Context: an optimization exercise on an open-source flow, tuned for small area, a short achievable clock period and few clock cycles. The choices shown serve that exercise and are no tape-out recipe. Only simulation tests tie the RTL to the original design; equivalence was not proved.

==> design.v <==
module lfsr(d, n);
input  [8:0] d;
output [8:0] n;
assign n = {d[7:0], d[1] ^ d[2] ^ d[3] ^ d[7]};
endmodule
module beetle_left_antenna(nd1, nd2, q1, q2, ra, rb);
input [17:0] nd1, nd2;    
input q1, q2;
output [32:0] ra, rb;
wire hs0, hk0;
assign {hk0, hs0} = {1'b0, (~nd1[0] & ~nd1[6])} + {1'b0, (~nd1[1] & ~nd1[5])};
wire hs1, hk1;
assign {hk1, hs1} = {1'b0, (~nd1[0] & ~nd1[4])} + {1'b0, (~nd1[1] & ~nd1[3])};
wire s0, k0;
assign {k0, s0} = {1'b0, (~nd1[0] & ~nd1[5])} + {1'b0, (~nd1[1] & ~nd1[4])} + {1'b0, (~nd1[3] & nd1[2])};
wire s1, k1;
assign {k1, s1} = {1'b0, (~nd1[2] & ~nd1[4])} + {1'b0, (~nd1[3] & ~nd1[2])} + {1'b0, hs0};
wire [8:0] Alo = {1'b0, k0, hk1, hs1, (~nd1[0] & ~nd1[3]), (~nd1[0] & ~nd1[2]), (~nd1[1] & nd1[0]), 1'b0, ~nd1[0]} + {1'b0, s1, s0, (~nd1[2] & ~nd1[1]), (~nd1[2] & nd1[1]), (~nd1[1] & ~nd1[0]), 1'b0, 1'b0, 1'b0};
wire hs2, hk2;
assign {hk2, hs2} = {1'b0, (~nd2[0] & ~nd2[6])} + {1'b0, (~nd2[1] & ~nd2[5])};
wire hs3, hk3;
assign {hk3, hs3} = {1'b0, (~nd2[0] & ~nd2[4])} + {1'b0, (~nd2[1] & ~nd2[3])};
wire s2, k2;
assign {k2, s2} = {1'b0, (~nd2[0] & ~nd2[5])} + {1'b0, (~nd2[1] & ~nd2[4])} + {1'b0, (~nd2[3] & nd2[2])};
wire s3, k3;
assign {k3, s3} = {1'b0, (~nd2[2] & ~nd2[4])} + {1'b0, (~nd2[3] & ~nd2[2])} + {1'b0, hs2};
wire [8:0] Blo = {1'b0, k2, hk3, hs3, (~nd2[0] & ~nd2[3]), (~nd2[0] & ~nd2[2]), (~nd2[1] & nd2[0]), 1'b0, ~nd2[0]} + {1'b0, s3, s2, (~nd2[2] & ~nd2[1]), (~nd2[2] & nd2[1]), (~nd2[1] & ~nd2[0]), 1'b0, 1'b0, 1'b0};
wire hs4, hk4;
assign {hk4, hs4} = {1'b0, (~nd1[0] & ~nd1[7])} + {1'b0, (~nd1[1] & ~nd1[6])};
wire hs5, hk5;
assign {hk5, hs5} = {1'b0, (~nd1[0] & ~nd1[12])} + {1'b0, (~nd1[1] & ~nd1[11])};
wire s4, k4;
assign {k4, s4} = {1'b0, (~nd1[0] & ~nd1[13])} + {1'b0, (~nd1[1] & ~nd1[12])} + {1'b0, (~nd1[2] & ~nd1[11])};
wire s5, k5;
assign {k5, s5} = {1'b0, (~nd1[0] & ~nd1[14])} + {1'b0, (~nd1[1] & ~nd1[13])} + {1'b0, (~nd1[2] & ~nd1[12])};
wire s6, k6;
assign {k6, s6} = {1'b0, (~nd1[3] & ~nd1[11])} + {1'b0, (~nd1[4] & ~nd1[10])} + {1'b0, (~nd1[5] & ~nd1[9])};
wire s7, k7;
assign {k7, s7} = {1'b0, (~nd1[0] & ~nd1[15])} + {1'b0, (~nd1[1] & ~nd1[14])} + {1'b0, (~nd1[2] & ~nd1[13])};
wire s8, k8;
assign {k8, s8} = {1'b0, (~nd1[3] & ~nd1[12])} + {1'b0, (~nd1[4] & ~nd1[11])} + {1'b0, (~nd1[5] & ~nd1[10])};
wire hs6, hk6;
assign {hk6, hs6} = {1'b0, (~nd1[6] & ~nd1[9])} + {1'b0, (~nd1[8] & nd1[7])};
wire s9, k9;
assign {k9, s9} = {1'b0, (~nd1[0] & ~nd1[16])} + {1'b0, (~nd1[1] & ~nd1[15])} + {1'b0, (~nd1[2] & ~nd1[14])};
wire s10, k10;
assign {k10, s10} = {1'b0, (~nd1[3] & ~nd1[13])} + {1'b0, (~nd1[4] & ~nd1[12])} + {1'b0, (~nd1[5] & ~nd1[11])};
wire s11, k11;
assign {k11, s11} = {1'b0, (~nd1[6] & ~nd1[10])} + {1'b0, (~nd1[7] & ~nd1[9])} + {1'b0, (~nd1[8] & ~nd1[7])};
wire s12, k12;
assign {k12, s12} = {1'b0, (~nd2[0] & ~nd2[16])} + {1'b0, (~nd2[1] & ~nd2[15])} + {1'b0, (~nd2[2] & ~nd2[14])};
wire s13, k13;
assign {k13, s13} = {1'b0, (~nd1[1] & ~nd1[16])} + {1'b0, (~nd1[2] & ~nd1[15])} + {1'b0, (~nd1[3] & ~nd1[14])};
wire s14, k14;
assign {k14, s14} = {1'b0, (~nd1[4] & ~nd1[13])} + {1'b0, (~nd1[5] & ~nd1[12])} + {1'b0, (~nd1[6] & ~nd1[11])};
wire s15, k15;
assign {k15, s15} = {1'b0, (~nd1[7] & ~nd1[10])} + {1'b0, (~nd1[9] & nd1[8])} + {1'b0, (nd1[17] | nd1[0])};
wire s16, k16;
assign {k16, s16} = {1'b0, (~nd2[1] & ~nd2[16])} + {1'b0, (~nd2[2] & ~nd2[15])} + {1'b0, (~nd2[3] & ~nd2[14])};
wire hs7, hk7;
assign {hk7, hs7} = {1'b0, (~nd2[4] & ~nd2[13])} + {1'b0, (~nd2[5] & ~nd2[12])};
wire s17, k17;
assign {k17, s17} = {1'b0, 1'b1} + {1'b0, (~nd1[2] & ~nd1[16])} + {1'b0, (~nd1[3] & ~nd1[15])};
wire s18, k18;
assign {k18, s18} = {1'b0, (~nd1[4] & ~nd1[14])} + {1'b0, (~nd1[5] & ~nd1[13])} + {1'b0, (~nd1[6] & ~nd1[12])};
wire s19, k19;
assign {k19, s19} = {1'b0, (~nd1[7] & ~nd1[11])} + {1'b0, (~nd1[8] & ~nd1[10])} + {1'b0, (~nd1[9] & ~nd1[8])};
wire s20, k20;
assign {k20, s20} = {1'b0, (nd1[17] | nd1[1])} + {1'b0, (~nd2[2] & ~nd2[16])} + {1'b0, (~nd2[3] & ~nd2[15])};
wire s21, k21;
assign {k21, s21} = {1'b0, (~nd2[4] & ~nd2[14])} + {1'b0, (~nd2[5] & ~nd2[13])} + {1'b0, (~nd2[6] & ~nd2[12])};
wire hs8, hk8;
assign {hk8, hs8} = {1'b0, (~nd2[7] & ~nd2[11])} + {1'b0, (~nd2[8] & ~nd2[10])};
wire s22, k22;
assign {k22, s22} = {1'b0, (~nd1[3] & ~nd1[16])} + {1'b0, (~nd1[4] & ~nd1[15])} + {1'b0, (~nd1[5] & ~nd1[14])};
wire s23, k23;
assign {k23, s23} = {1'b0, (~nd1[6] & ~nd1[13])} + {1'b0, (~nd1[7] & ~nd1[12])} + {1'b0, (~nd1[8] & ~nd1[11])};
wire s24, k24;
assign {k24, s24} = {1'b0, (~nd1[10] & nd1[9])} + {1'b0, (nd1[17] | nd1[2])} + {1'b0, (~nd2[3] & ~nd2[16])};
wire s25, k25;
assign {k25, s25} = {1'b0, (~nd2[4] & ~nd2[15])} + {1'b0, (~nd2[5] & ~nd2[14])} + {1'b0, (~nd2[6] & ~nd2[13])};
wire hs9, hk9;
assign {hk9, hs9} = {1'b0, (~nd2[7] & ~nd2[12])} + {1'b0, (~nd2[8] & ~nd2[11])};
wire s26, k26;
assign {k26, s26} = {1'b0, (~nd1[4] & ~nd1[16])} + {1'b0, (~nd1[5] & ~nd1[15])} + {1'b0, (~nd1[6] & ~nd1[14])};
wire s27, k27;
assign {k27, s27} = {1'b0, (~nd1[7] & ~nd1[13])} + {1'b0, (~nd1[8] & ~nd1[12])} + {1'b0, (~nd1[9] & ~nd1[11])};
wire s28, k28;
assign {k28, s28} = {1'b0, (~nd1[10] & ~nd1[9])} + {1'b0, (nd1[17] | nd1[3])} + {1'b0, (~nd2[4] & ~nd2[16])};
wire s29, k29;
assign {k29, s29} = {1'b0, (~nd2[5] & ~nd2[15])} + {1'b0, (~nd2[6] & ~nd2[14])} + {1'b0, (~nd2[7] & ~nd2[13])};
wire s30, k30;
assign {k30, s30} = {1'b0, (~nd1[5] & ~nd1[16])} + {1'b0, (~nd1[6] & ~nd1[15])} + {1'b0, (~nd1[7] & ~nd1[14])};
wire s31, k31;
assign {k31, s31} = {1'b0, (~nd1[8] & ~nd1[13])} + {1'b0, (~nd1[9] & ~nd1[12])} + {1'b0, (~nd1[11] & nd1[10])};
wire hs10, hk10;
assign {hk10, hs10} = {1'b0, (nd1[17] | nd1[4])} + {1'b0, (~nd2[5] & ~nd2[16])};
wire s32, k32;
assign {k32, s32} = {1'b0, (~nd1[6] & ~nd1[16])} + {1'b0, (~nd1[7] & ~nd1[15])} + {1'b0, (~nd1[8] & ~nd1[14])};
wire s33, k33;
assign {k33, s33} = {1'b0, (~nd1[9] & ~nd1[13])} + {1'b0, (~nd1[10] & ~nd1[12])} + {1'b0, (~nd1[11] & ~nd1[10])};
wire hs11, hk11;
assign {hk11, hs11} = {1'b0, (~nd1[7] & ~nd1[16])} + {1'b0, (~nd1[8] & ~nd1[15])};
wire s34, k34;
assign {k34, s34} = {1'b0, (~nd1[2] & ~nd1[5])} + {1'b0, (~nd1[4] & nd1[3])} + {1'b0, (~nd2[0] & ~nd2[7])};
wire s35, k35;
assign {k35, s35} = {1'b0, (~nd2[1] & ~nd2[6])} + {1'b0, (~nd2[2] & ~nd2[5])} + {1'b0, (~nd2[4] & nd2[3])};
wire s36, k36;
assign {k36, s36} = {1'b0, (~nd1[0] & ~nd1[8])} + {1'b0, (~nd1[1] & ~nd1[7])} + {1'b0, (~nd1[2] & ~nd1[6])};
wire s37, k37;
assign {k37, s37} = {1'b0, (~nd1[3] & ~nd1[5])} + {1'b0, (~nd1[4] & ~nd1[3])} + {1'b0, (~nd2[0] & ~nd2[8])};
wire s38, k38;
assign {k38, s38} = {1'b0, (~nd1[0] & ~nd1[9])} + {1'b0, (~nd1[1] & ~nd1[8])} + {1'b0, (~nd1[2] & ~nd1[7])};
wire hs12, hk12;
assign {hk12, hs12} = {1'b0, (~nd1[3] & ~nd1[6])} + {1'b0, (~nd1[5] & nd1[4])};
wire s39, k39;
assign {k39, s39} = {1'b0, (~nd1[0] & ~nd1[10])} + {1'b0, (~nd1[1] & ~nd1[9])} + {1'b0, (~nd1[2] & ~nd1[8])};
wire s40, k40;
assign {k40, s40} = {1'b0, (~nd1[3] & ~nd1[7])} + {1'b0, (~nd1[4] & ~nd1[6])} + {1'b0, (~nd1[5] & ~nd1[4])};
wire hs13, hk13;
assign {hk13, hs13} = {1'b0, (~nd2[0] & ~nd2[10])} + {1'b0, (~nd2[1] & ~nd2[9])};
wire s41, k41;
assign {k41, s41} = {1'b0, (~nd1[0] & ~nd1[11])} + {1'b0, (~nd1[1] & ~nd1[10])} + {1'b0, (~nd1[2] & ~nd1[9])};
wire s42, k42;
assign {k42, s42} = {1'b0, (~nd1[3] & ~nd1[8])} + {1'b0, (~nd1[4] & ~nd1[7])} + {1'b0, (~nd1[6] & nd1[5])};
wire s43, k43;
assign {k43, s43} = {1'b0, (~nd2[0] & ~nd2[11])} + {1'b0, (~nd2[1] & ~nd2[10])} + {1'b0, (~nd2[2] & ~nd2[9])};
wire s44, k44;
assign {k44, s44} = {1'b0, (~nd1[2] & ~nd1[10])} + {1'b0, (~nd1[3] & ~nd1[9])} + {1'b0, (~nd1[4] & ~nd1[8])};
wire s45, k45;
assign {k45, s45} = {1'b0, (~nd1[5] & ~nd1[7])} + {1'b0, (~nd1[6] & ~nd1[5])} + {1'b0, (~nd2[0] & ~nd2[12])};
wire s46, k46;
assign {k46, s46} = {1'b0, (~nd2[1] & ~nd2[11])} + {1'b0, (~nd2[2] & ~nd2[10])} + {1'b0, (~nd2[3] & ~nd2[9])};
wire hs14, hk14;
assign {hk14, hs14} = {1'b0, (~nd2[4] & ~nd2[8])} + {1'b0, (~nd2[5] & ~nd2[7])};
wire s47, k47;
assign {k47, s47} = {1'b0, (~nd1[3] & ~nd1[10])} + {1'b0, (~nd1[4] & ~nd1[9])} + {1'b0, (~nd1[5] & ~nd1[8])};
wire s48, k48;
assign {k48, s48} = {1'b0, (~nd1[7] & nd1[6])} + {1'b0, (~nd2[0] & ~nd2[13])} + {1'b0, (~nd2[1] & ~nd2[12])};
wire s49, k49;
assign {k49, s49} = {1'b0, (~nd2[2] & ~nd2[11])} + {1'b0, (~nd2[3] & ~nd2[10])} + {1'b0, (~nd2[4] & ~nd2[9])};
wire s50, k50;
assign {k50, s50} = {1'b0, (~nd2[5] & ~nd2[8])} + {1'b0, (~nd2[7] & nd2[6])} + {1'b0, hk5};
wire s51, k51;
assign {k51, s51} = {1'b0, (~nd1[6] & ~nd1[8])} + {1'b0, (~nd1[7] & ~nd1[6])} + {1'b0, (~nd2[0] & ~nd2[14])};
wire s52, k52;
assign {k52, s52} = {1'b0, (~nd2[1] & ~nd2[13])} + {1'b0, (~nd2[2] & ~nd2[12])} + {1'b0, (~nd2[3] & ~nd2[11])};
wire s53, k53;
assign {k53, s53} = {1'b0, (~nd2[4] & ~nd2[10])} + {1'b0, (~nd2[5] & ~nd2[9])} + {1'b0, (~nd2[6] & ~nd2[8])};
wire s54, k54;
assign {k54, s54} = {1'b0, (~nd2[7] & ~nd2[6])} + {1'b0, k4} + {1'b0, s5};
wire s55, k55;
assign {k55, s55} = {1'b0, (~nd2[0] & ~nd2[15])} + {1'b0, (~nd2[1] & ~nd2[14])} + {1'b0, (~nd2[2] & ~nd2[13])};
wire s56, k56;
assign {k56, s56} = {1'b0, (~nd2[3] & ~nd2[12])} + {1'b0, (~nd2[4] & ~nd2[11])} + {1'b0, (~nd2[5] & ~nd2[10])};
wire s57, k57;
assign {k57, s57} = {1'b0, (~nd2[6] & ~nd2[9])} + {1'b0, (~nd2[8] & nd2[7])} + {1'b0, k5};
wire s58, k58;
assign {k58, s58} = {1'b0, k6} + {1'b0, s7} + {1'b0, s8};
wire s59, k59;
assign {k59, s59} = {1'b0, (~nd2[3] & ~nd2[13])} + {1'b0, (~nd2[4] & ~nd2[12])} + {1'b0, (~nd2[5] & ~nd2[11])};
wire s60, k60;
assign {k60, s60} = {1'b0, (~nd2[6] & ~nd2[10])} + {1'b0, (~nd2[7] & ~nd2[9])} + {1'b0, (~nd2[8] & ~nd2[7])};
wire s61, k61;
assign {k61, s61} = {1'b0, k7} + {1'b0, k8} + {1'b0, hk6};
wire s62, k62;
assign {k62, s62} = {1'b0, s9} + {1'b0, s10} + {1'b0, s11};
wire s63, k63;
assign {k63, s63} = {1'b0, (~nd2[6] & ~nd2[11])} + {1'b0, (~nd2[7] & ~nd2[10])} + {1'b0, (~nd2[9] & nd2[8])};
wire s64, k64;
assign {k64, s64} = {1'b0, (nd2[17] | nd2[0])} + {1'b0, k9} + {1'b0, k10};
wire s65, k65;
assign {k65, s65} = {1'b0, k11} + {1'b0, k12} + {1'b0, s13};
wire s66, k66;
assign {k66, s66} = {1'b0, s14} + {1'b0, s15} + {1'b0, s16};
wire s67, k67;
assign {k67, s67} = {1'b0, (~nd2[9] & ~nd2[8])} + {1'b0, (nd2[17] | nd2[1])} + {1'b0, k13};
wire s68, k68;
assign {k68, s68} = {1'b0, k14} + {1'b0, k15} + {1'b0, k16};
wire s69, k69;
assign {k69, s69} = {1'b0, hk7} + {1'b0, s17} + {1'b0, s18};
wire s70, k70;
assign {k70, s70} = {1'b0, s19} + {1'b0, s20} + {1'b0, s21};
wire s71, k71;
assign {k71, s71} = {1'b0, (~nd2[10] & nd2[9])} + {1'b0, (nd2[17] | nd2[2])} + {1'b0, k17};
wire s72, k72;
assign {k72, s72} = {1'b0, k18} + {1'b0, k19} + {1'b0, k20};
wire s73, k73;
assign {k73, s73} = {1'b0, k21} + {1'b0, hk8} + {1'b0, s22};
wire s74, k74;
assign {k74, s74} = {1'b0, s23} + {1'b0, s24} + {1'b0, s25};
wire s75, k75;
assign {k75, s75} = {1'b0, (~nd2[8] & ~nd2[12])} + {1'b0, (~nd2[9] & ~nd2[11])} + {1'b0, (~nd2[10] & ~nd2[9])};
wire s76, k76;
assign {k76, s76} = {1'b0, (nd2[17] | nd2[3])} + {1'b0, k22} + {1'b0, k23};
wire s77, k77;
assign {k77, s77} = {1'b0, k24} + {1'b0, k25} + {1'b0, hk9};
wire s78, k78;
assign {k78, s78} = {1'b0, s26} + {1'b0, s27} + {1'b0, s28};
wire s79, k79;
assign {k79, s79} = {1'b0, (~nd2[6] & ~nd2[15])} + {1'b0, (~nd2[7] & ~nd2[14])} + {1'b0, (~nd2[8] & ~nd2[13])};
wire s80, k80;
assign {k80, s80} = {1'b0, (~nd2[9] & ~nd2[12])} + {1'b0, (~nd2[11] & nd2[10])} + {1'b0, (nd2[17] | nd2[4])};
wire s81, k81;
assign {k81, s81} = {1'b0, k26} + {1'b0, k27} + {1'b0, k28};
wire s82, k82;
assign {k82, s82} = {1'b0, k29} + {1'b0, s30} + {1'b0, s31};
wire s83, k83;
assign {k83, s83} = {1'b0, (nd1[17] | nd1[5])} + {1'b0, (~nd2[6] & ~nd2[16])} + {1'b0, (~nd2[7] & ~nd2[15])};
wire s84, k84;
assign {k84, s84} = {1'b0, (~nd2[8] & ~nd2[14])} + {1'b0, (~nd2[9] & ~nd2[13])} + {1'b0, (~nd2[10] & ~nd2[12])};
wire s85, k85;
assign {k85, s85} = {1'b0, (~nd2[11] & ~nd2[10])} + {1'b0, (nd2[17] | nd2[5])} + {1'b0, k30};
wire s86, k86;
assign {k86, s86} = {1'b0, k31} + {1'b0, hk10} + {1'b0, s32};
wire s87, k87;
assign {k87, s87} = {1'b0, (~nd1[9] & ~nd1[14])} + {1'b0, (~nd1[10] & ~nd1[13])} + {1'b0, (~nd1[12] & nd1[11])};
wire s88, k88;
assign {k88, s88} = {1'b0, (nd1[17] | nd1[6])} + {1'b0, (~nd2[7] & ~nd2[16])} + {1'b0, (~nd2[8] & ~nd2[15])};
wire s89, k89;
assign {k89, s89} = {1'b0, (~nd2[9] & ~nd2[14])} + {1'b0, (~nd2[10] & ~nd2[13])} + {1'b0, (~nd2[12] & nd2[11])};
wire s90, k90;
assign {k90, s90} = {1'b0, (nd2[17] | nd2[6])} + {1'b0, k32} + {1'b0, k33};
wire s91, k91;
assign {k91, s91} = {1'b0, (~nd1[8] & ~nd1[16])} + {1'b0, (~nd1[9] & ~nd1[15])} + {1'b0, (~nd1[10] & ~nd1[14])};
wire s92, k92;
assign {k92, s92} = {1'b0, (~nd1[11] & ~nd1[13])} + {1'b0, (~nd1[12] & ~nd1[11])} + {1'b0, (nd1[17] | nd1[7])};
wire s93, k93;
assign {k93, s93} = {1'b0, (~nd2[8] & ~nd2[16])} + {1'b0, (~nd2[9] & ~nd2[15])} + {1'b0, (~nd2[10] & ~nd2[14])};
wire s94, k94;
assign {k94, s94} = {1'b0, (~nd2[11] & ~nd2[13])} + {1'b0, (~nd2[12] & ~nd2[11])} + {1'b0, (nd2[17] | nd2[7])};
wire s95, k95;
assign {k95, s95} = {1'b0, (~nd1[9] & ~nd1[16])} + {1'b0, (~nd1[10] & ~nd1[15])} + {1'b0, (~nd1[11] & ~nd1[14])};
wire s96, k96;
assign {k96, s96} = {1'b0, (~nd1[13] & nd1[12])} + {1'b0, (nd1[17] | nd1[8])} + {1'b0, (~nd2[9] & ~nd2[16])};
wire hs15, hk15;
assign {hk15, hs15} = {1'b0, (~nd2[10] & ~nd2[15])} + {1'b0, (~nd2[11] & ~nd2[14])};
wire s97, k97;
assign {k97, s97} = {1'b0, (~nd1[10] & ~nd1[16])} + {1'b0, (~nd1[11] & ~nd1[15])} + {1'b0, (~nd1[12] & ~nd1[14])};
wire s98, k98;
assign {k98, s98} = {1'b0, (~nd1[13] & ~nd1[12])} + {1'b0, (nd1[17] | nd1[9])} + {1'b0, (~nd2[10] & ~nd2[16])};
wire hs16, hk16;
assign {hk16, hs16} = {1'b0, (~nd1[11] & ~nd1[16])} + {1'b0, (~nd1[12] & ~nd1[15])};
wire s99, k99;
assign {k99, s99} = {1'b0, hk0} + {1'b0, hk2} + {1'b0, s34};
wire hs17, hk17;
assign {hk17, hs17} = {1'b0, s35} + {1'b0, hs4};
wire s100, k100;
assign {k100, s100} = {1'b0, (~nd2[1] & ~nd2[7])} + {1'b0, (~nd2[2] & ~nd2[6])} + {1'b0, (~nd2[3] & ~nd2[5])};
wire s101, k101;
assign {k101, s101} = {1'b0, (~nd2[4] & ~nd2[3])} + {1'b0, k34} + {1'b0, k35};
wire hs18, hk18;
assign {hk18, hs18} = {1'b0, hk4} + {1'b0, s36};
wire s102, k102;
assign {k102, s102} = {1'b0, (~nd2[0] & ~nd2[9])} + {1'b0, (~nd2[1] & ~nd2[8])} + {1'b0, (~nd2[2] & ~nd2[7])};
wire s103, k103;
assign {k103, s103} = {1'b0, (~nd2[3] & ~nd2[6])} + {1'b0, (~nd2[5] & nd2[4])} + {1'b0, k36};
wire s104, k104;
assign {k104, s104} = {1'b0, k37} + {1'b0, s38} + {1'b0, hs12};
wire s105, k105;
assign {k105, s105} = {1'b0, (~nd2[2] & ~nd2[8])} + {1'b0, (~nd2[3] & ~nd2[7])} + {1'b0, (~nd2[4] & ~nd2[6])};
wire s106, k106;
assign {k106, s106} = {1'b0, (~nd2[5] & ~nd2[4])} + {1'b0, k38} + {1'b0, hk12};
wire s107, k107;
assign {k107, s107} = {1'b0, s39} + {1'b0, s40} + {1'b0, hs13};
wire s108, k108;
assign {k108, s108} = {1'b0, (~nd2[3] & ~nd2[8])} + {1'b0, (~nd2[4] & ~nd2[7])} + {1'b0, (~nd2[6] & nd2[5])};
wire s109, k109;
assign {k109, s109} = {1'b0, k39} + {1'b0, k40} + {1'b0, hk13};
wire s110, k110;
assign {k110, s110} = {1'b0, s41} + {1'b0, s42} + {1'b0, s43};
wire s111, k111;
assign {k111, s111} = {1'b0, (~nd2[6] & ~nd2[5])} + {1'b0, k41} + {1'b0, k42};
wire s112, k112;
assign {k112, s112} = {1'b0, k43} + {1'b0, s44} + {1'b0, s45};
wire s113, k113;
assign {k113, s113} = {1'b0, s46} + {1'b0, hs14} + {1'b0, hs5};
wire s114, k114;
assign {k114, s114} = {1'b0, k44} + {1'b0, k45} + {1'b0, k46};
wire s115, k115;
assign {k115, s115} = {1'b0, hk14} + {1'b0, s47} + {1'b0, s48};
wire s116, k116;
assign {k116, s116} = {1'b0, s49} + {1'b0, s4} + {1'b0, s50};
wire s117, k117;
assign {k117, s117} = {1'b0, k47} + {1'b0, k48} + {1'b0, k49};
wire s118, k118;
assign {k118, s118} = {1'b0, s51} + {1'b0, s52} + {1'b0, s53};
wire s119, k119;
assign {k119, s119} = {1'b0, s6} + {1'b0, k50} + {1'b0, s54};
wire s120, k120;
assign {k120, s120} = {1'b0, k51} + {1'b0, k52} + {1'b0, k53};
wire s121, k121;
assign {k121, s121} = {1'b0, s55} + {1'b0, s56} + {1'b0, hs6};
wire s122, k122;
assign {k122, s122} = {1'b0, k54} + {1'b0, s57} + {1'b0, s58};
wire s123, k123;
assign {k123, s123} = {1'b0, k55} + {1'b0, k56} + {1'b0, s59};
wire s124, k124;
assign {k124, s124} = {1'b0, s60} + {1'b0, s12} + {1'b0, k57};
wire s125, k125;
assign {k125, s125} = {1'b0, k58} + {1'b0, s61} + {1'b0, s62};
wire s126, k126;
assign {k126, s126} = {1'b0, k59} + {1'b0, k60} + {1'b0, s63};
wire s127, k127;
assign {k127, s127} = {1'b0, hs7} + {1'b0, k61} + {1'b0, k62};
wire s128, k128;
assign {k128, s128} = {1'b0, s64} + {1'b0, s65} + {1'b0, s66};
wire s129, k129;
assign {k129, s129} = {1'b0, k63} + {1'b0, hs8} + {1'b0, k64};
wire s130, k130;
assign {k130, s130} = {1'b0, k65} + {1'b0, k66} + {1'b0, s67};
wire s131, k131;
assign {k131, s131} = {1'b0, s68} + {1'b0, s69} + {1'b0, s70};
wire s132, k132;
assign {k132, s132} = {1'b0, hs9} + {1'b0, k67} + {1'b0, k68};
wire s133, k133;
assign {k133, s133} = {1'b0, k69} + {1'b0, k70} + {1'b0, s71};
wire s134, k134;
assign {k134, s134} = {1'b0, s72} + {1'b0, s73} + {1'b0, s74};
wire s135, k135;
assign {k135, s135} = {1'b0, s75} + {1'b0, s29} + {1'b0, k71};
wire s136, k136;
assign {k136, s136} = {1'b0, k72} + {1'b0, k73} + {1'b0, k74};
wire s137, k137;
assign {k137, s137} = {1'b0, s76} + {1'b0, s77} + {1'b0, s78};
wire s138, k138;
assign {k138, s138} = {1'b0, k75} + {1'b0, s79} + {1'b0, s80};
wire s139, k139;
assign {k139, s139} = {1'b0, hs10} + {1'b0, k76} + {1'b0, k77};
wire s140, k140;
assign {k140, s140} = {1'b0, k78} + {1'b0, s81} + {1'b0, s82};
wire s141, k141;
assign {k141, s141} = {1'b0, k79} + {1'b0, k80} + {1'b0, s83};
wire s142, k142;
assign {k142, s142} = {1'b0, s84} + {1'b0, s33} + {1'b0, k81};
wire s143, k143;
assign {k143, s143} = {1'b0, k82} + {1'b0, s85} + {1'b0, s86};
wire s144, k144;
assign {k144, s144} = {1'b0, k83} + {1'b0, k84} + {1'b0, s87};
wire s145, k145;
assign {k145, s145} = {1'b0, s88} + {1'b0, s89} + {1'b0, hs11};
wire s146, k146;
assign {k146, s146} = {1'b0, k85} + {1'b0, k86} + {1'b0, s90};
wire s147, k147;
assign {k147, s147} = {1'b0, k87} + {1'b0, k88} + {1'b0, k89};
wire s148, k148;
assign {k148, s148} = {1'b0, hk11} + {1'b0, s91} + {1'b0, s92};
wire s149, k149;
assign {k149, s149} = {1'b0, s93} + {1'b0, s94} + {1'b0, k90};
wire s150, k150;
assign {k150, s150} = {1'b0, (~nd2[13] & nd2[12])} + {1'b0, (nd2[17] | nd2[8])} + {1'b0, k91};
wire s151, k151;
assign {k151, s151} = {1'b0, k92} + {1'b0, k93} + {1'b0, k94};
wire s152, k152;
assign {k152, s152} = {1'b0, s95} + {1'b0, s96} + {1'b0, hs15};
wire s153, k153;
assign {k153, s153} = {1'b0, (~nd2[11] & ~nd2[15])} + {1'b0, (~nd2[12] & ~nd2[14])} + {1'b0, (~nd2[13] & ~nd2[12])};
wire s154, k154;
assign {k154, s154} = {1'b0, (nd2[17] | nd2[9])} + {1'b0, k95} + {1'b0, k96};
wire s155, k155;
assign {k155, s155} = {1'b0, hk15} + {1'b0, s97} + {1'b0, s98};
wire s156, k156;
assign {k156, s156} = {1'b0, (~nd1[14] & nd1[13])} + {1'b0, (nd1[17] | nd1[10])} + {1'b0, (~nd2[11] & ~nd2[16])};
wire s157, k157;
assign {k157, s157} = {1'b0, (~nd2[12] & ~nd2[15])} + {1'b0, (~nd2[14] & nd2[13])} + {1'b0, (nd2[17] | nd2[10])};
wire s158, k158;
assign {k158, s158} = {1'b0, k97} + {1'b0, k98} + {1'b0, hs16};
wire s159, k159;
assign {k159, s159} = {1'b0, (~nd1[12] & ~nd1[16])} + {1'b0, (~nd1[13] & ~nd1[15])} + {1'b0, (~nd1[14] & ~nd1[13])};
wire s160, k160;
assign {k160, s160} = {1'b0, (nd1[17] | nd1[11])} + {1'b0, (~nd2[12] & ~nd2[16])} + {1'b0, (~nd2[13] & ~nd2[15])};
wire s161, k161;
assign {k161, s161} = {1'b0, (~nd2[14] & ~nd2[13])} + {1'b0, (nd2[17] | nd2[11])} + {1'b0, hk16};
wire s162, k162;
assign {k162, s162} = {1'b0, (~nd1[13] & ~nd1[16])} + {1'b0, (~nd1[15] & nd1[14])} + {1'b0, (nd1[17] | nd1[12])};
wire hs19, hk19;
assign {hk19, hs19} = {1'b0, (~nd2[13] & ~nd2[16])} + {1'b0, (~nd2[15] & nd2[14])};
wire s163, k163;
assign {k163, s163} = {1'b0, (~nd1[14] & ~nd1[16])} + {1'b0, (~nd1[15] & ~nd1[14])} + {1'b0, (nd1[17] | nd1[13])};
wire s164, k164;
assign {k164, s164} = {1'b0, k1} + {1'b0, k3} + {1'b0, s99};
wire s165, k165;
assign {k165, s165} = {1'b0, s100} + {1'b0, s37} + {1'b0, k99};
wire hs20, hk20;
assign {hk20, hs20} = {1'b0, hk17} + {1'b0, s101};
wire s166, k166;
assign {k166, s166} = {1'b0, k100} + {1'b0, s102} + {1'b0, k101};
wire s167, k167;
assign {k167, s167} = {1'b0, hk18} + {1'b0, s103} + {1'b0, s104};
wire s168, k168;
assign {k168, s168} = {1'b0, k102} + {1'b0, s105} + {1'b0, k103};
wire s169, k169;
assign {k169, s169} = {1'b0, k104} + {1'b0, s106} + {1'b0, s107};
wire s170, k170;
assign {k170, s170} = {1'b0, k105} + {1'b0, s108} + {1'b0, k106};
wire s171, k171;
assign {k171, s171} = {1'b0, k107} + {1'b0, s109} + {1'b0, s110};
wire s172, k172;
assign {k172, s172} = {1'b0, k108} + {1'b0, k109} + {1'b0, k110};
wire s173, k173;
assign {k173, s173} = {1'b0, s111} + {1'b0, s112} + {1'b0, s113};
wire s174, k174;
assign {k174, s174} = {1'b0, k111} + {1'b0, k112} + {1'b0, k113};
wire s175, k175;
assign {k175, s175} = {1'b0, s114} + {1'b0, s115} + {1'b0, s116};
wire s176, k176;
assign {k176, s176} = {1'b0, k114} + {1'b0, k115} + {1'b0, s117};
wire s177, k177;
assign {k177, s177} = {1'b0, s118} + {1'b0, k116} + {1'b0, s119};
wire s178, k178;
assign {k178, s178} = {1'b0, k117} + {1'b0, k118} + {1'b0, s120};
wire s179, k179;
assign {k179, s179} = {1'b0, s121} + {1'b0, k119} + {1'b0, s122};
wire s180, k180;
assign {k180, s180} = {1'b0, k120} + {1'b0, k121} + {1'b0, s123};
wire s181, k181;
assign {k181, s181} = {1'b0, s124} + {1'b0, k122} + {1'b0, s125};
wire s182, k182;
assign {k182, s182} = {1'b0, k123} + {1'b0, s126} + {1'b0, k124};
wire s183, k183;
assign {k183, s183} = {1'b0, s127} + {1'b0, k125} + {1'b0, s128};
wire s184, k184;
assign {k184, s184} = {1'b0, k126} + {1'b0, k127} + {1'b0, s129};
wire s185, k185;
assign {k185, s185} = {1'b0, s130} + {1'b0, k128} + {1'b0, s131};
wire s186, k186;
assign {k186, s186} = {1'b0, k129} + {1'b0, k130} + {1'b0, s132};
wire s187, k187;
assign {k187, s187} = {1'b0, s133} + {1'b0, k131} + {1'b0, s134};
wire s188, k188;
assign {k188, s188} = {1'b0, k132} + {1'b0, k133} + {1'b0, s135};
wire s189, k189;
assign {k189, s189} = {1'b0, s136} + {1'b0, k134} + {1'b0, s137};
wire s190, k190;
assign {k190, s190} = {1'b0, s138} + {1'b0, k135} + {1'b0, k136};
wire s191, k191;
assign {k191, s191} = {1'b0, s139} + {1'b0, k137} + {1'b0, s140};
wire s192, k192;
assign {k192, s192} = {1'b0, k138} + {1'b0, s141} + {1'b0, k139};
wire s193, k193;
assign {k193, s193} = {1'b0, s142} + {1'b0, k140} + {1'b0, s143};
wire s194, k194;
assign {k194, s194} = {1'b0, k141} + {1'b0, s144} + {1'b0, s145};
wire s195, k195;
assign {k195, s195} = {1'b0, k142} + {1'b0, s146} + {1'b0, k143};
wire s196, k196;
assign {k196, s196} = {1'b0, k144} + {1'b0, k145} + {1'b0, s147};
wire s197, k197;
assign {k197, s197} = {1'b0, s148} + {1'b0, k146} + {1'b0, s149};
wire s198, k198;
assign {k198, s198} = {1'b0, k147} + {1'b0, k148} + {1'b0, s150};
wire s199, k199;
assign {k199, s199} = {1'b0, s151} + {1'b0, s152} + {1'b0, k149};
wire s200, k200;
assign {k200, s200} = {1'b0, s153} + {1'b0, k150} + {1'b0, k151};
wire s201, k201;
assign {k201, s201} = {1'b0, k152} + {1'b0, s154} + {1'b0, s155};
wire s202, k202;
assign {k202, s202} = {1'b0, k153} + {1'b0, s156} + {1'b0, s157};
wire s203, k203;
assign {k203, s203} = {1'b0, k154} + {1'b0, k155} + {1'b0, s158};
wire s204, k204;
assign {k204, s204} = {1'b0, k156} + {1'b0, k157} + {1'b0, s159};
wire s205, k205;
assign {k205, s205} = {1'b0, s160} + {1'b0, k158} + {1'b0, s161};
wire s206, k206;
assign {k206, s206} = {1'b0, (nd2[17] | nd2[12])} + {1'b0, k159} + {1'b0, k160};
wire s207, k207;
assign {k207, s207} = {1'b0, s162} + {1'b0, hs19} + {1'b0, k161};
wire s208, k208;
assign {k208, s208} = {1'b0, (~nd2[14] & ~nd2[16])} + {1'b0, (~nd2[15] & ~nd2[14])} + {1'b0, (nd2[17] | nd2[13])};
wire s209, k209;
assign {k209, s209} = {1'b0, k162} + {1'b0, hk19} + {1'b0, s163};
wire s210, k210;
assign {k210, s210} = {1'b0, (~nd1[16] & nd1[15])} + {1'b0, (nd1[17] | nd1[14])} + {1'b0, (~nd2[16] & nd2[15])};
wire hs21, hk21;
assign {hk21, hs21} = {1'b0, (nd2[17] | nd2[14])} + {1'b0, k163};
wire s211, k211;
assign {k211, s211} = {1'b0, (~nd1[16] & ~nd1[15])} + {1'b0, (nd1[17] | nd1[15])} + {1'b0, (~nd2[16] & ~nd2[15])};
wire s212, k212;
assign {k212, s212} = {1'b0, (nd2[17] | nd2[15])} + {1'b0, (q1 & ~nd1[0])} + {1'b0, (q2 & ~nd2[0])};
wire s213, k213;
assign {k213, s213} = {1'b0, ~nd1[17]} + {1'b0, ~nd2[17]} + {1'b0, (nd1[17] | nd1[16])};
wire s214, k214;
assign {k214, s214} = {1'b0, (nd2[17] | nd2[16])} + {1'b0, (q1 & ~nd1[1])} + {1'b0, (q2 & ~nd2[1])};
wire hs22, hk22;
assign {hk22, hs22} = {1'b0, hs17} + {1'b0, s164};
wire s215, k215;
assign {k215, s215} = {1'b0, hs18} + {1'b0, s165} + {1'b0, hs20};
wire s216, k216;
assign {k216, s216} = {1'b0, k165} + {1'b0, hk20} + {1'b0, s166};
wire s217, k217;
assign {k217, s217} = {1'b0, k166} + {1'b0, s168} + {1'b0, k167};
wire s218, k218;
assign {k218, s218} = {1'b0, k168} + {1'b0, s170} + {1'b0, k169};
wire s219, k219;
assign {k219, s219} = {1'b0, k170} + {1'b0, s172} + {1'b0, k171};
wire s220, k220;
assign {k220, s220} = {1'b0, k172} + {1'b0, s174} + {1'b0, k173};
wire s221, k221;
assign {k221, s221} = {1'b0, k174} + {1'b0, s176} + {1'b0, k175};
wire s222, k222;
assign {k222, s222} = {1'b0, k176} + {1'b0, s178} + {1'b0, k177};
wire s223, k223;
assign {k223, s223} = {1'b0, k178} + {1'b0, s180} + {1'b0, k179};
wire s224, k224;
assign {k224, s224} = {1'b0, k180} + {1'b0, s182} + {1'b0, k181};
wire s225, k225;
assign {k225, s225} = {1'b0, k182} + {1'b0, s184} + {1'b0, k183};
wire s226, k226;
assign {k226, s226} = {1'b0, k184} + {1'b0, s186} + {1'b0, k185};
wire s227, k227;
assign {k227, s227} = {1'b0, k186} + {1'b0, s188} + {1'b0, k187};
wire s228, k228;
assign {k228, s228} = {1'b0, k188} + {1'b0, s190} + {1'b0, k189};
wire s229, k229;
assign {k229, s229} = {1'b0, k190} + {1'b0, s192} + {1'b0, k191};
wire s230, k230;
assign {k230, s230} = {1'b0, s194} + {1'b0, k192} + {1'b0, k193};
wire s231, k231;
assign {k231, s231} = {1'b0, s196} + {1'b0, k194} + {1'b0, k195};
wire s232, k232;
assign {k232, s232} = {1'b0, k196} + {1'b0, s198} + {1'b0, s199};
wire s233, k233;
assign {k233, s233} = {1'b0, k198} + {1'b0, s200} + {1'b0, s201};
wire s234, k234;
assign {k234, s234} = {1'b0, s202} + {1'b0, k200} + {1'b0, k201};
wire s235, k235;
assign {k235, s235} = {1'b0, k202} + {1'b0, s204} + {1'b0, s205};
wire s236, k236;
assign {k236, s236} = {1'b0, k204} + {1'b0, s206} + {1'b0, k205};
wire s237, k237;
assign {k237, s237} = {1'b0, s208} + {1'b0, k206} + {1'b0, s209};
wire s238, k238;
assign {k238, s238} = {1'b0, k208} + {1'b0, s210} + {1'b0, k209};
wire s239, k239;
assign {k239, s239} = {1'b0, k210} + {1'b0, s211} + {1'b0, s212};
wire s240, k240;
assign {k240, s240} = {1'b0, k211} + {1'b0, s213} + {1'b0, k212};
wire s241, k241;
assign {k241, s241} = {1'b0, (q1 & ~nd1[2])} + {1'b0, (q2 & ~nd2[2])} + {1'b0, k213};
wire hs23, hk23;
assign {hk23, hs23} = {1'b0, 1'b1} + {1'b0, (q1 & ~nd1[3])};
wire hs24, hk24;
assign {hk24, hs24} = {1'b0, 1'b1} + {1'b0, (q1 & ~nd1[4])};
wire hs25, hk25;
assign {hk25, hs25} = {1'b0, 1'b1} + {1'b0, (q1 & ~nd1[5])};
wire hs26, hk26;
assign {hk26, hs26} = {1'b0, 1'b1} + {1'b0, (q1 & ~nd1[6])};
wire hs27, hk27;
assign {hk27, hs27} = {1'b0, Alo[8]} + {1'b0, Blo[8]};
wire s242, k242;
assign {k242, s242} = {1'b0, k164} + {1'b0, hk22} + {1'b0, s215};
wire s243, k243;
assign {k243, s243} = {1'b0, s167} + {1'b0, k215} + {1'b0, s216};
wire s244, k244;
assign {k244, s244} = {1'b0, s169} + {1'b0, k216} + {1'b0, s217};
wire s245, k245;
assign {k245, s245} = {1'b0, s171} + {1'b0, k217} + {1'b0, s218};
wire s246, k246;
assign {k246, s246} = {1'b0, s173} + {1'b0, k218} + {1'b0, s219};
wire s247, k247;
assign {k247, s247} = {1'b0, k219} + {1'b0, s175} + {1'b0, s220};
wire s248, k248;
assign {k248, s248} = {1'b0, k220} + {1'b0, s177} + {1'b0, s221};
wire s249, k249;
assign {k249, s249} = {1'b0, s179} + {1'b0, k221} + {1'b0, s222};
wire s250, k250;
assign {k250, s250} = {1'b0, s181} + {1'b0, k222} + {1'b0, s223};
wire s251, k251;
assign {k251, s251} = {1'b0, s183} + {1'b0, k223} + {1'b0, s224};
wire s252, k252;
assign {k252, s252} = {1'b0, s185} + {1'b0, k224} + {1'b0, s225};
wire s253, k253;
assign {k253, s253} = {1'b0, s187} + {1'b0, k225} + {1'b0, s226};
wire s254, k254;
assign {k254, s254} = {1'b0, s189} + {1'b0, k226} + {1'b0, s227};
wire s255, k255;
assign {k255, s255} = {1'b0, s191} + {1'b0, k227} + {1'b0, s228};
wire s256, k256;
assign {k256, s256} = {1'b0, s193} + {1'b0, k228} + {1'b0, s229};
wire s257, k257;
assign {k257, s257} = {1'b0, s195} + {1'b0, k229} + {1'b0, s230};
wire s258, k258;
assign {k258, s258} = {1'b0, s197} + {1'b0, k230} + {1'b0, s231};
wire s259, k259;
assign {k259, s259} = {1'b0, k197} + {1'b0, k231} + {1'b0, s232};
wire s260, k260;
assign {k260, s260} = {1'b0, k199} + {1'b0, s233} + {1'b0, k232};
wire s261, k261;
assign {k261, s261} = {1'b0, s203} + {1'b0, k233} + {1'b0, s234};
wire s262, k262;
assign {k262, s262} = {1'b0, k203} + {1'b0, k234} + {1'b0, s235};
wire s263, k263;
assign {k263, s263} = {1'b0, s207} + {1'b0, s236} + {1'b0, k235};
wire s264, k264;
assign {k264, s264} = {1'b0, k207} + {1'b0, s237} + {1'b0, k236};
wire s265, k265;
assign {k265, s265} = {1'b0, hs21} + {1'b0, s238} + {1'b0, k237};
wire s266, k266;
assign {k266, s266} = {1'b0, hk21} + {1'b0, s239} + {1'b0, k238};
wire s267, k267;
assign {k267, s267} = {1'b0, s214} + {1'b0, k239} + {1'b0, s240};
wire s268, k268;
assign {k268, s268} = {1'b0, k214} + {1'b0, s241} + {1'b0, k240};
wire s269, k269;
assign {k269, s269} = {1'b0, (q2 & ~nd2[3])} + {1'b0, hs23} + {1'b0, k241};
wire s270, k270;
assign {k270, s270} = {1'b0, (q2 & ~nd2[4])} + {1'b0, hk23} + {1'b0, hs24};
wire s271, k271;
assign {k271, s271} = {1'b0, (q2 & ~nd2[5])} + {1'b0, hk24} + {1'b0, hs25};
wire s272, k272;
assign {k272, s272} = {1'b0, (q2 & ~nd2[6])} + {1'b0, hk25} + {1'b0, hs26};
wire hs28, hk28;
assign {hk28, hs28} = {1'b0, 1'b1} + {1'b0, hk26};
assign ra = {k272, k271, k270, k269, k268, k267, k266, k265, k264, k263, k262, k261, k260, k259, k258, k257, k256, k255, k254, k253, k252, k251, k250, k249, k248, k247, k246, k245, k244, k243, k242, hk27, hs27};
assign rb = {hs28, s272, s271, s270, s269, s268, s267, s266, s265, s264, s263, s262, s261, s260, s259, s258, s257, s256, s255, s254, s253, s252, s251, s250, s249, s248, s247, s246, s245, s244, s243, s242, hs22};
endmodule
module beetle_compare(al, bl, ar, br, gt);
input [32:0] al, bl, ar, br;
output gt;
wire [31:0] a = {~al[31], al[30:0]};
wire [31:0] b = bl[31:0];
wire [31:0] c = ~{~ar[31], ar[30:0]};
wire [31:0] e = ~br[31:0];
wire [32:0] tl = {1'b0, a} + {1'b0, b};
wire [32:0] tr = {1'b0, ~c} + {1'b0, br[31:0]};
wire [31:0] x1 = a ^ b;
wire [31:0] x2 = c ^ e;
wire [31:0] x = x1 ^ x2;
wire [31:0] co;
wire [31:0] ci = {co[30:0], 1'b1};
genvar i;
generate for (i = 0; i < 32; i = i + 1) begin : cmp4
  assign co[i] = x1[i] ? c[i] : a[i];
end endgenerate
wire [31:0] xs = x ^ ci;
wire [31:0] xk = {x[30:0] & ci[30:0] | ~x[30:0] & e[30:0], 1'b0};
wire k31 = x[31] ? ci[31] : e[31];
wire [32:0] ts = {1'b0, xs} + {1'b0, xk};
assign gt = ~(ts[32] ^ k31 ^ co[31] ^ tl[32] ^ tr[32]);
endmodule
module beetle_right_antenna(dir, sense, s3, step);
input  [8:0]  dir;
input  [12:0] sense;
input  [14:0] s3;
output [13:0] step;
wire [15:0] s1 = {3'b000, sense};
wire [15:0] s2 = {2'b00, sense, 1'b0};
wire [15:0] t3 = {1'b0, s3};
wire [15:0] s4 = {1'b0, sense, 2'b00};
wire [3:0] g0 = {dir[2:0], 1'b0};
wire [3:0] g1 = dir[5:2];
wire [3:0] g2 = dir[8:5];
wire [15:0] r0, r1, r2;
wire n0, n1, n2;
beetle_booth_row b0(g0, s1, s2, t3, s4, r0, n0);
beetle_booth_row b1(g1, s1, s2, t3, s4, r1, n1);
beetle_booth_row b2(g2, s1, s2, t3, s4, r2, n2);
wire [21:0] p = {{6{n0}}, r0} + {{3{n1}}, r1, 3'd0} + {r2, 6'd0}
              + {15'd0, n2, 2'b00, n1, 2'b00, n0};
assign step = p[21:8];
endmodule
module beetle_booth_row(g, s1, s2, s3, s4, r, n);
input  [3:0]  g;
input  [15:0] s1, s2, s3, s4;
output [15:0] r;
output n;
wire [2:0] a = g[3] ? ~g[2:0] : g[2:0];
wire m1 = ~a[2] & (a[1] ^ a[0]);
wire m2 = ~a[2] & a[1] & a[0] | a[2] & ~a[1] & ~a[0];
wire m3 = a[2] & (a[1] ^ a[0]);
wire m4 = a[2] & a[1] & a[0];
wire [15:0] mag = {16{m1}} & s1 | {16{m2}} & s2 | {16{m3}} & s3 | {16{m4}} & s4;
assign r = g[3] ? ~mag : mag;
assign n = g[3];
endmodule
module beetle_position(mx, my, nx, ny, d1, d2, q1, q2);
parameter NB = 0;
input  [15:0] mx, my;
input  signed [13:0] nx, ny;
output [17:0] d1, d2;
output q1, q2;
wire [15:0] fx = {{2{nx[13]}}, nx};
wire [15:0] fy = {{2{ny[13]}}, ny};
wire [15:0] ax = NB ? mx - fx : mx + fx;
wire [15:0] ay = NB ? my - fy : my + fy;
assign d1 = 18'd1791 - {2'b00, ax} - {ay[15], ay, 1'b0};
assign d2 = 18'd1279 - {ax[15], ax, 1'b0} - {2'b00, ay};
assign q1 = ay[15];
assign q2 = ax[15];
endmodule
module bas(clock,reset,load, seed_x,seed_y,iterations,x,y,x_extreme,y_extreme,out_value,done );
    input clock,reset,load;
    input [8:0] seed_x,seed_y;
    input [8:0] iterations;
    input [15:0] x,y;
    output signed [15:0] x_extreme,y_extreme;
    output signed [39:0] out_value;
    output reg done;
    reg [15:0] x_curr, y_curr;           
    reg signed [13:0] step_x, step_y;    
    reg signed [13:0] step_nx, step_ny;  
    reg [17:0] dl1, dl2, dr1, dr2;       
    reg ql1, ql2, qr1, qr2;              
    reg [32:0] value_curr;               
    reg [8:0] dir_x, dir_y;              
    reg [12:0] sense;                    
    reg [9:0] remain;
    reg run;
    reg first;                           
    reg [15:0] x_best, y_best;
    reg [32:0] value_best;
    reg value_init;                      
    wire [32:0] al, bl, ar, br;
    beetle_left_antenna ol(dl1, dl2, ql1, ql2, al, bl);
    beetle_left_antenna or_(dr1, dr2, qr1, qr2, ar, br);
    wire go_right;
    beetle_compare cmp(al, bl, ar, br, go_right);
    wire [32:0] odour_l = al + bl;
    wire [32:0] odour_r = ar + br;
    wire [15:0] x_l = x_curr + {{2{step_x[13]}}, step_x};
    wire [15:0] y_l = y_curr + {{2{step_y[13]}}, step_y};
    wire [15:0] x_r = x_curr - {{2{step_x[13]}}, step_x};
    wire [15:0] y_r = y_curr - {{2{step_y[13]}}, step_y};
    wire [17:0] ell1, ell2, elr1, elr2, erl1, erl2, err1, err2;
    wire qll1, qll2, qlr1, qlr2, qrl1, qrl2, qrr1, qrr2;
    beetle_position #(0) pll(x_l, y_l, step_nx, step_ny, ell1, ell2, qll1, qll2);
    beetle_position #(1) plr(x_l, y_l, step_nx, step_ny, elr1, elr2, qlr1, qlr2);
    beetle_position #(0) prl(x_r, y_r, step_nx, step_ny, erl1, erl2, qrl1, qrl2);
    beetle_position #(1) prr(x_r, y_r, step_nx, step_ny, err1, err2, qrr1, qrr2);
    wire signed [13:0] mul_x, mul_y;
    wire [14:0] sense3 = {2'b00, sense} + {1'b0, sense, 1'b0};
    wire [8:0] dir_x_n, dir_y_n;
    lfsr lx(dir_x, dir_x_n);
    lfsr ly(dir_y, dir_y_n);
    beetle_right_antenna mulx(dir_x, sense, sense3, mul_x);
    beetle_right_antenna muly(dir_y, sense, sense3, mul_y);
    assign x_extreme = x_best;
    assign y_extreme = y_best;
    assign out_value = {4'b0, {3{value_init}}, value_best};
    always @(posedge clock) begin
        if (reset) begin
            x_curr <= x;
            y_curr <= y;
            dl1 <= 18'd0;
            dl2 <= 18'd0;
            dr1 <= 18'd0;
            dr2 <= 18'd0;
            ql1 <= 1'b0;
            ql2 <= 1'b0;
            qr1 <= 1'b0;
            qr2 <= 1'b0;
            step_x <= 14'd0;
            step_y <= 14'd0;
            step_nx <= 14'd0;
            step_ny <= 14'd0;
            dir_x <= 9'd0;
            dir_y <= 9'd0;
        end else begin
            if (go_right) begin
                x_curr <= x_r;
                y_curr <= y_r;
                dl1 <= erl1;
                dl2 <= erl2;
                dr1 <= err1;
                dr2 <= err2;
                ql1 <= qrl1;
                ql2 <= qrl2;
                qr1 <= qrr1;
                qr2 <= qrr2;
            end else begin
                x_curr <= x_l;
                y_curr <= y_l;
                dl1 <= ell1;
                dl2 <= ell2;
                dr1 <= elr1;
                dr2 <= elr2;
                ql1 <= qll1;
                ql2 <= qll2;
                qr1 <= qlr1;
                qr2 <= qlr2;
            end
            step_x <= step_nx;
            step_y <= step_ny;
            step_nx <= mul_x;
            step_ny <= mul_y;
            if (load) begin
                dir_x <= seed_x;
                dir_y <= seed_y;
            end else begin
                dir_x <= dir_x_n;
                dir_y <= dir_y_n;
            end
        end
        value_curr <= go_right ? odour_r : odour_l;
        if (reset | load)
            sense <= 13'd6400;
        else
            sense <= sense - {8'd0, sense[12:8]} - {12'd0, sense[7:0] != 8'd0};
        if (reset) begin
            run <= 1'b0;
            done <= 1'b0;
            first <= 1'b0;
            x_best <= 16'd0;
            y_best <= 16'd0;
            value_best <= {33{1'b1}};
            value_init <= 1'b1;
        end else if (load) begin
            remain <= {1'b0, iterations} + 10'd1;
            first <= 1'b1;
            run <= iterations != 9'd0;
            done <= iterations == 9'd0;
        end else if (run) begin
            remain <= remain - 10'd1;
            first <= 1'b0;
            if (remain == 10'd0) begin
                run <= 1'b0;
                done <= 1'b1;
            end
            if (!first && value_curr < value_best) begin
                x_best <= x_curr;
                y_best <= y_curr;
                value_best <= value_curr;
                value_init <= 1'b0;
            end
        end
    end
endmodule
==> flow/run.sh <==
#!/bin/bash
# The standard layout, with timing repair aiming for 20 ns of setup slack
# at the design's clock period (over-fixing, as SETUP_SLACK_MARGIN does),
# on the worst 10% of endpoints, and sky130_fd_sc_hd__buf_2 cells as the port buffers.
set -euo pipefail
bash standard.sh SETUP_SLACK_MARGIN=20 TNS_END_PERCENT=10 "BUFFER_PORTS_ARGS=-buffer_cell sky130_fd_sc_hd__buf_2" finish > orfs_make.log 2>&1
==> standard.sh <==
#!/bin/bash
# synth_recipe.tcl (not shown) runs the flow's synth.tcl, then flattens the netlist and writes it again
# the make line also repeats each setting of config.mk as NAME=value (left out here)
make -C /OpenROAD-flow-scripts/flow DESIGN_CONFIG=/design/flow/config.mk WORK_HOME=/design/flow/orfs CLKGATE_MAP_FILE= SYNTH_SCRIPT=/design/flow/synth_recipe.tcl "${@:-finish}"
==> config.mk <==
export PLATFORM = sky130hd
export DESIGN_NAME = bas
export DESIGN_NICKNAME = bas
export VERILOG_FILES = /design/flow/design.v
export SDC_FILE = /design/flow/constraint.sdc
export NUM_CORES = 8
export LEC_CHECK = 0
export ABC_AREA = 1
export CAP_MARGIN = 20
export CORE_MARGIN = 2
export CORE_UTILIZATION = 45
export SLEW_MARGIN = 20
==> constraint.sdc <==
create_clock -name core_clock -period 27.0 [get_ports {clock}]
set_input_delay 5.4000 -clock core_clock [delete_from_list [all_inputs] [get_ports {clock}]]
set_output_delay 5.4000 -clock core_clock [all_outputs]
set_load 0.01 [all_outputs]
==> key figures <==
Detailed routing
  – Total Routed Length: 218,000 um
  – Post-detailed-route count of antenna-violating nets: 0
  – WL/cell: 22.6 um
  – Number of vias in the routed layout: 53,600
  – Via density per instance: 5.55
  – Remaining DRCs: 0
  – Detailed router's first-iteration violation count: 5,172
  – Detailed-routing iteration count for the pre-antenna-repair pass: 9

Worst hold path
  – Number of cells on the worst hold path: 2
  – HP Class: flip-flop to flip-flop

Critical path
  – CP Data Required Time: 21,600 ps
  – Endpoint type of the worst setup path: primary output
  – Arrival time of the worst setup path: 1650 ps
  – Maximum fanout along the worst path: 2
  – Setup slack of the most critical reg-to-reg path: 20,000 ps
  – Type of the worst setup path: flip-flop to primary output
  – Reg-to-reg critical path endpoint: dl1[5]
  – Worst reg-to-reg path cell count: 35
  – Startpoint of the most critical setup path: value_best[22]
  – Worst path max stage delay: 740 ps
  – Crit. path cell count: 1
  – Slowest-stage cell, CP: dfxtp_1
  – Beginning of the worst register-to-register path: dl1[1]
  – Critical path startpoint category: flip-flop
  – Cell family with most CP delay: flip-flops
  – Cell Chain, Critical Path: buf_2
  – Capture point of the worst path: out_value[22]
  – Buf/Inv on CP: 1

Clock network
  – CTS Buf Count: 41
  – Buffer depth of the longest clock path: 3
  – TritonCTS clock tree: built
  – Number of sinks on the clock net: 307
  – Later-pin clock latency in the skew report: 660 ps
  – Cell at the root of the clock tree: clkbuf_16
  – Cts-stage hold buffer count: 0
  – Clock-pin slew reported for the worst setup and hold paths after clock tree synthesis: 60 ps
  – Level count of the clock H-tree: 2

Placement
  – Number of buffers added on ports: 130
  – Sum of net half-perimeters after detailed placement: 171,000 um
  – Area of placed instances: 57,600 sq um
  – Worst setup timing slack at the placement stage: 17,690 ps
  – Placer's final routability congestion estimate: 1.02

Floorplanning
  – Chip Height: 356 um
  – Number of top-level pins: 135
  – Core ar.: 123,000 sq um
  – Horiz. Die Dim: 356 um
  – Site Rows: 129
  – DIE AREA: 127,000 sq um
  – Starting utilization of the core area: 45.2%

Job
  – Reported max-cap violation count: 0

Finish
  – Post-layout utilization of the core: 51.5%
  – Area growth syn-to-layout: 13.8%
  – Number of nets in the layout: 9,301
  – Fillers: 12,400
  – Share of final-layout standard cells stronger than drive strength 1: 12.0%
  – Post-Layout Inst Area: 63,600 sq um

Logic synthesis
  – Synth area leaders: fa_1 (20%), ha_1 (15%), dfxtp_1 (11%)
  – Post-synth design cell area: 55,800 sq um
  – Mean instance size in the synthesized netlist: 7.19 sq um
  – Post-synthesis cell count: 7,766
  – Number of distinct library cell variants in the gate-level netlist after synthesis: 67
  – Share of the yosys chip area belonging to registers: 11.2%
  – Most used flip-flop cell after synthesis: dfxtp_1
  – Number of flops mapped to enable cells by yosys: 10
  – Post-synth top area share: 20.4%
  – Flip-flop and latch count after synthesis: 307
  – FFs w/ async S/R, synth: 0%
  – Count of warnings emitted by yosys: 1
  – Cell type with the largest total area after synthesis: fa_1

Global route
  – Maximum number of pins on one net before global-route repair: 83
  – Initial antenna violation count: 2
  – Remaining Overflow, GRT: 0
  – All-Layer GR Usage: 33.6%
  – First-pass GRT wire length: 324,000 um
  – Vias in the first global route: 52,600

Timing
  – Min Clock Period, post-route: 7050 ps
  – Unrepaired setup endpoints after global routing: true
  – Setup skew after layout: 53.1 ps
  – Worst-case setup margin in the final layout: 19,950 ps
  – Final Hold Fails: 0
  – Worst-margin pin slew: 1080 ps
  – Remaining max-slew budget at the tightest pin: 27.9%
  – Final Setup Violations: 0
  – Fmax achieved: 142 MHz
  – Final Max Tran Viols: 0
  – Sum of negative setup slack: 0 ps
  – Crit share post-route: 26.1%

Run status
  – Status: no timing/DRC/antenna violations
[how the worst min path moves through the flow]
stage,from,to,slack (ps)
2_1_floorplan,value_curr[0],value_best[0],440
3_3_place_gp,value_init,value_init,450
3_5_place_dp,value_curr[5],value_best[5],460
4_1_cts,value_init,value_init,480
5_1_grt,value_curr[9],value_best[9],500
6_report,value_init,value_init,470
[stage by stage]
stage	std cells	hold slack, ps
floorplan	7769	444
global placement	9272	454
detailed placement	9272	463
CTS	9562	475
global route	9648	503
finish	9652	472
[layout make-up]
| cell class | instances | area (sq um) | share of cell area, % |
|---|---|---|---|
| repair buffers | 460 | 3800 | 5.97 |
| multi-input cells | 5852 | 44700 | 70.3 |
| well taps | 1637 | 2050 | 3.22 |
| diodes | 4 | 10.0 | 0.0157 |
| flip-flops and latches | 307 | 6460 | 10.2 |
| clock buffers | 51 | 1120 | 1.77 |
| repair inverters | 2 | 16.3 | 0.0256 |
| clock inverters | 24 | 262 | 0.411 |
| inverters | 1315 | 5170 | 8.13 |
[kinds of logic after synthesis]
kind of cell	count (synthesis)	share of synthesized area (%)
buffers and inverters	1615	11.2
DFF	307	11.2
other	1	0.00671
AOI/OAI and AO/OA	1395	14.2
muxes	7	0.148
and+or+nand+nor	2646	19.0
xor gates and xnor gates	535	8.40
adders and majority gates	1260	35.9
[Yosys cell counts (8+ instances only)]
cell type,number
a21o_1,38
o21ai_0,407
nand3_1,271
o211ai_1,18
o21bai_1,59
clkbuf_1,219
a221oi_1,18
ha_1,691
xnor2_1,120
dfxtp_1,297
nor4_1,18
nor3_1,69
a21oi_1,596
a221o_1,12
inv_2,17
clkinv_1,14
o2111ai_1,11
buf_4,21
o221ai_1,14
fa_1,569
edfxtp_1,10
a31oi_1,37
inv_1,1284
xor2_1,414
nand3b_1,8
nor2_1,952
o21ai_1,31
o22ai_1,61
or2_2,21
nand4_1,43
nand2_1,1249
buf_2,33
buf_1,14
o21a_1,13
a21boi_0,23
o31ai_1,14
[placed cells by master (no fill, tap or decap), drive strengths merged, types with 5 or more instances in the layout]
master	synthesis	routed
edfxtp	10	10
inv	1301	1265
o21a	13	13
nand3	273	273
xor2	415	415
ha	691	691
nor4	18	18
o21ai	441	441
dfxtp	297	297
nand4	43	43
or2	22	22
nand3b	8	8
a21boi	23	23
o2111ai	11	11
a31oi	37	37
a21o	38	38
clkbuf	226	56
nand2	1251	1256
o21bai	59	59
mux2	7	7
xnor2	120	120
clkinv	14	23
buf	74	452
a211oi	5	5
o221ai	14	14
o31ai	15	15
o22ai	61	61
nor2	952	952
o211ai	18	18
a31o	6	6
fa	569	569
a221o	12	12
clkinvlp	0	51
a221oi	18	18
nor3	69	69
a21oi	601	601
[layer usage]
metal / global-route usage (%) / up-vias / wire length, um
met3: 4.18 / 527 / 15000
met2: 55.5 / 2225 / 99400
met1: 43.6 / 25700 / 90700
li1: - / 25100 / -
met5: 0 / - / 0
met4: 16.4 / 0 / 12800
[registers in the layout, summed over array words and instances, names as in the netlist, 13 cells and up]
register	count
step_y	14
sense	13
y_curr	16
dr2	18
y_best	16
step_ny	14
value_best	33
x_best	16
value_curr	33
x_curr	16
dl2	18
step_nx	14
dl1	18
dr1	18
step_x	14
[what timing repair did]
| item | CTS | global route |
|---|---|---|
| cloned | 14 | 6 |
| setup endpoints to repair | 189 | 220 |
| hold endpoints to repair | 0 | 0 |
| resized for setup | 388 | 165 |
| buffers inserted | 201 | 80 |
| pin swaps | 65 | 98 |
[worst register-to-register path, delay by kind of cell (launching register included)]
family	cells	cell delay, ps
DFF	1	430
buffers and inverters	8	910
and+or+nand+nor	15	1400
xor gates and xnor gates	1	140
adders and majority gates	8	3700
AOI/OAI and AO/OA	3	350
Testbench counts, summed over its fixed seeds: cycles 49,368.

## re-timing with driven ports
The results above use ideal ports. As a check the final layout listed here was re-extracted and re-timed, cells and wires unchanged.
Step 1 (the two cells are an assumption about what drives the block):
set clk [get_ports {clock}]
set_driving_cell -lib_cell sky130_fd_sc_hd__clkbuf_16 $clk
set_driving_cell -lib_cell sky130_fd_sc_hd__buf_2 [delete_from_list [all_inputs] $clk]
Step 2 also shifts input and output timing later by t, the mid clock arrival at the registers, as if the neighbouring blocks saw the same clock.
Slacks: ideal / step 1 / step 2; pairs: ideal / step 1.
t, ns: 0.711
slack for setup (ns): 19.949 / 19.868 / 19.352
pins driven straight from the clock port: 1
After both steps this run still meets setup and hold. The setup slack of this run moves by -0.081 ns with the drivers and by -0.597 ns with both steps.
